Background: an optimization exercise with open tools, aiming at small area and a short achievable clock period. Do not read the settings as production practice.
Where RTL was checked, it was by simulation tests only, not by an equivalence proof against the original.
Power figures rest on the tool's default switching activity, not on a simulated workload.

==> flow/design.v (excerpt) <==
module MAC #(parameter ABIT = 16, BBIT = 16, EBIT = 8)
(
	i_clk,
	i_a, i_b, i_loadVal,
	i_load, i_add, i_useMul,
	o_result
);
	input i_clk, i_load, i_add, i_useMul;
	input signed [15:0] i_a;
	input signed [15:0] i_b;
	input signed [39:0] i_loadVal;
	output signed [39:0] o_result;
  reg [39:0] S;
  reg [27:0] C;   
  wire one1;
  wire two2;
  wire neg3;
  wire x4;
  wire x5;
  wire x6;
  wire x7;
  wire x8;
  wire x9;
  wire x10;
  wire x11;
  wire x12;
  wire x13;
  wire x14;
  wire x15;
  wire x16;
  wire x17;
  wire x18;
  wire x19;
  wire pp20;
  wire pp21;
  wire pp22;
  wire pp23;
  wire pp24;
  wire pp25;
  wire pp26;
  wire pp27;
  wire pp28;
  wire pp29;
  wire pp30;
  wire pp31;
  wire pp32;
  wire pp33;
  wire pp34;
  wire pp35;
  wire pp36;
  wire pp37;
  wire negc38;
  wire one39;
  wire two40;
  wire neg41;
  wire x42;
  wire x43;
  wire x44;
  wire x45;
  wire x46;
  wire x47;
  wire x48;
  wire x49;
  wire x50;
  wire x51;
  wire x52;
  wire x53;
  wire x54;
  wire x55;
  wire x56;
  wire x57;
  wire pp58;
  wire pp59;
  wire pp60;
  wire pp61;
  wire pp62;
  wire pp63;
  wire pp64;
  wire pp65;
  wire pp66;
  wire pp67;
  wire pp68;
  wire pp69;
  wire pp70;
  wire pp71;
  wire pp72;
  wire pp73;
  wire pp74;
  wire pp75;
  wire negc76;
  wire one77;
  wire two78;
  wire neg79;
  wire x80;
  wire x81;
  wire x82;
  wire x83;
  wire x84;
  wire x85;
  wire x86;
  wire x87;
  wire x88;
  wire x89;
  wire x90;
  wire x91;
  wire x92;
  wire x93;
  wire x94;
  wire x95;
  wire pp96;
  wire pp97;
  wire pp98;
  wire pp99;
  wire pp100;
  wire pp101;
  wire pp102;
  wire pp103;
  wire pp104;
  wire pp105;
  wire pp106;
  wire pp107;
  wire pp108;
  wire pp109;
  wire pp110;
  wire pp111;
  wire pp112;
  wire pp113;
  wire negc114;
  wire one115;
  wire two116;
  wire neg117;
  wire x118;
  wire x119;
  wire x120;
  ...
Size: ~1000 cells after synthesis, roughly 68 flip-flops, roughly 120 I/O pins, roughly 0.0094 sq mm of cells after synthesis.
clock: 12.0 ns
lec_check: 0
cap_margin: 20
core_margin: 2
core_utilization: 60
cts_buf_list: sky130_fd_sc_hd__clkbuf_4 sky130_fd_sc_hd__clkbuf_8
place_density: 0.75
slew_margin: 20
standard.sh (not shown) runs the stock make flow with config.mk's settings and CLKGATE_MAP_FILE= SYNTH_SCRIPT=/design/flow/synth_recipe.tcl, a recipe that flattens the netlist after the stock synthesis.
==> flow/flow/run.sh <==
#!/bin/bash
set -euo pipefail
export BUFFER_PORTS_ARGS="-buffer_cell sky130_fd_sc_hd__buf_2"
export SYNTH_ARGS="-noabc"
export SETUP_SLACK_MARGIN=6.5
bash standard.sh > standard.log 2>&1
==> next run, changes <==
--- a/flow/flow/run.sh
+++ b/flow/flow/run.sh
@@ -4 +3,0 @@
-export SYNTH_ARGS="-noabc"
CTS_BUF_LIST = default   (was sky130_fd_sc_hd__clkbuf_4 sky130_fd_sc_hd__clkbuf_8)
PLACE_DENSITY = default   (was 0.75)
=> The changed run went through all stages and came out clean; hold slack improved by 0.038 ns; utilization falls by 4.2 points; register-to-register slack improved by 0.06 ns.
==> next run, changes <==
CTS_BUF_LIST = sky130_fd_sc_hd__clkbuf_4 sky130_fd_sc_hd__clkbuf_8   (was default)
What happened: The new run finished clean. Total power is lower by a few percent. Worst hold slack is about the same. Routed wire length is lower slightly.
==> next run, changes <==
CORE_UTILIZATION = 70   (was 60)
=> The new run ran to the end with no violations. Power grows by 5.3%. Worst setup slack is better by 0.0041 ns. Fmax barely changes. Global-route usage climbs by 6.4 points. Wire length grows by 2.7%. Sequential share of layout area is about the same. Worst hold slack is better by 0.012 ns. Count of clock-buffer cells in the layout went up by 1. Synthesized cell count stays the same.

---

Setup of old:
Another version of the RTL of MAC (not shown whole).
Size: roughly 1200 cells after synthesis, ~120 I/O pins, roughly 0.010 mm^2 of cells after synthesis.
Settings: LEC_CHECK=0, CAP_MARGIN=20, CORE_MARGIN=2, CORE_UTILIZATION=60, SLEW_MARGIN=20; clock period 12.0 ns.
==> flow/flow/run.sh <==
#!/bin/bash
set -euo pipefail
export SETUP_SLACK_MARGIN=6.5
bash standard.sh > standard.log 2>&1
Changes in new relative to old:
Settings: CORE_UTILIZATION: 60 -> 40.
==> flow/run.sh (new file) <==
#!/bin/bash
# synth_recipe.tcl (not shown) runs the flow's synth.tcl, then flattens the netlist and writes it again
# the make line also repeats each setting of config.mk as NAME=value (left out here)
make -C /OpenROAD-flow-scripts/flow DESIGN_CONFIG=/design/flow/config.mk WORK_HOME=/design/flow/orfs CLKGATE_MAP_FILE= SYNTH_SCRIPT=/design/flow/synth_recipe.tcl finish
removed: flow/flow/run.sh
removed: flow/standard.sh
Notes after the runs:
Taking old as the reference point, the data arrival time at the worst-slack endpoint of new rises by 3.89 ns. Changes observed in new relative to old: leakage power decreased 14%; number of global-route vias before repair saw a decrease; fraction of area in registers saw an increase; final cell count moved up; die area up about 50%. Looking at startpoint of the worst setup timing path, the C[0]$_DFF_P_ result is from old; the i_add one comes from new. Delta(routed wire length, new - old) < 0.
No functional check of the RTL was part of any run of this note.

---

Setup of build 62:
RTL: one of the versions met above, not the one the previous note started from.
Size: ~1200 cells after synthesis, ~68 flip-flops.
## MAC
module MAC #(parameter ABIT = 16, BBIT = 16, EBIT = 8)
(
	i_clk,
	i_a, i_b, i_loadVal,
	i_load, i_add, i_useMul,
	o_result
);
export LEC_CHECK = 0
export CAP_MARGIN = 20
export CORE_MARGIN = 2
export CORE_UTILIZATION = 70
export CTS_BUF_LIST = sky130_fd_sc_hd__clkbuf_4 sky130_fd_sc_hd__clkbuf_8
export SLEW_MARGIN = 20
create_clock -name core_clock -period 12.0 [get_ports {i_clk}]
==> flow/flow/run.sh <==
#!/bin/bash
set -euo pipefail
export BUFFER_PORTS_ARGS="-buffer_cell sky130_fd_sc_hd__buf_1"
export SETUP_SLACK_MARGIN=6.5
bash standard.sh > standard.log 2>&1
Build 62: done, clean on timing, DRC and antenna
Input changes introduced in build 63 (baseline for comparison: build 62):
Settings: swapping 70 for 60 in CORE_UTILIZATION; putting PLACE_DENSITY at 0.8 where nothing was set.
--- a/flow/flow/run.sh
+++ b/flow/flow/run.sh
@@ -3 +3,2 @@
-export BUFFER_PORTS_ARGS="-buffer_cell sky130_fd_sc_hd__buf_1"
+export BUFFER_PORTS_ARGS="-buffer_cell sky130_fd_sc_hd__buf_2"
+export SYNTH_ARGS="-noabc"
==> comparison <==
Going from build 62 to build 63, the adder-cell area share of the yosys netlist was found to have gone up by 2.2 points. Comparing the two runs side by side, build 63 comes out ahead of build 62 on worst path setup slack after routing. Comparing the two runs side by side, build 63 comes out ahead of build 62 on clock period minus worst slack. Sort build 63 and build 62 by post-synthesis simple-gate area fraction asc -> top: build 63. Relative to build 62, the via count of build 63 is lower by 12%.
Relative to build 63, the following input files were edited for build 81:
Settings: PLACE_DENSITY: 0.8 -> 0.7.
--- a/flow/flow/run.sh
+++ b/flow/flow/run.sh
@@ -4 +3,0 @@
-export SYNTH_ARGS="-noabc"
## What came out
- The flow did not stop early for build 81: all stages ran, and the layout cleared the timing, DRC and antenna checks.
- Between build 63 and build 81, non-clock buffer count in the final layout decreased.
- | complex-gate fraction of the synthesized area | build 81 vs build 63 | 1.3 points higher |
- Taking build 63 over build 81, the synthesized cell count ratio works out to 0.873.
- Compared with build 63, build 81 shows a higher via count of the first global-routing pass.
- Worst-case reg-to-reg path depth: build 81 higher than build 63
- Changes observed in build 81 relative to build 63: clock power climbed about 6%, total power climbed about 2.4%.
- Changes observed in build 81 relative to build 63: synthesized area went up, maximum achievable frequency climbed 1.2%, count of clock-buffer cells in the layout went down 3.
Here is what was changed in the inputs of build 64 compared with build 81.
Settings: an added GPL_ROUTABILITY_DRIVEN of 0.
--- a/flow/flow/run.sh
+++ b/flow/flow/run.sh
@@ -3,0 +4 @@
+export SYNTH_ARGS="-noabc"
==> results.txt <==
- Relative to build 81, build 64 improves routed wire length.
- From build 81 to build 64 the numbers moved as follows: number of standard cells after synthesis fell by 149; post-route worst hold slack fell by 0.076 ns.
- Between build 64 and build 81, the cell depth of the worst setup path is higher for build 64.
- In the final reports, the cell area of build 64 is smaller than that of build 81.

## re-timing with driven ports
How much do the figures lean on ideal ports? The routed layouts below were timed once more, with nothing changed but the port constraints. Step 1 assumes that a clkbuf_16 drives the clock port and a buf_2 every other input. Step 2, shift: input delay + t, output delay - t, t = (earliest + latest rising clock arrival at the registers) / 2. This alone moves slack from input paths to output paths. a / b / c = no drivers / after step 1 / after step 2; a / b = the first two.
| run | t (ns) | setup slack, ns | latest minus earliest clock arrival (ns) | slew at the worst register clock pin (ns) | pins driven straight from the clock port |
|---|---|---|---|---|---|
| the first run of note 1 | 0.417 | 6.531 / 6.534 / 6.117 | 0.018 / 0.018 | 0.09 / 0.09 | 1 |
| the second run of note 1 | 0.366 | 6.579 / 6.549 / 6.183 | 0.010 / 0.010 | 0.06 / 0.06 | 1 |
| the third run of note 1 | 0.379 | 6.559 / 6.522 / 6.183 | 0.014 / 0.013 | 0.09 / 0.09 | 1 |
| the fourth run of note 1 | 0.391 | 6.563 / 6.496 / 6.105 | 0.009 / 0.009 | 0.08 / 0.08 | 1 |
| old | 0.373 | 6.347 / 6.301 / 6.101 | 0.011 / 0.012 | 0.06 / 0.06 | 1 |
| new | 0.379 | 5.070 / 5.090 / 4.711 | 0.008 / 0.007 | 0.06 / 0.06 | 1 |
| build 62 | 0.380 | 6.473 / 6.471 / 6.092 | 0.020 / 0.019 | 0.09 / 0.09 | 1 |
| build 63 | 0.402 | 6.512 / 6.528 / 6.126 | 0.014 / 0.014 | 0.08 / 0.08 | 1 |
| build 81 | 0.382 | 6.578 / 6.540 / 6.163 | 0.013 / 0.013 | 0.08 / 0.08 | 1 |
| build 64 | 0.407 | 6.540 / 6.561 / 6.154 | 0.016 / 0.016 | 0.09 / 0.09 | 1 |
After both steps setup and hold are still met in every run listed. The setup slack of the fourth run of note 1, which loses most, moves by -0.067 ns with the drivers and by -0.458 ns with both steps.
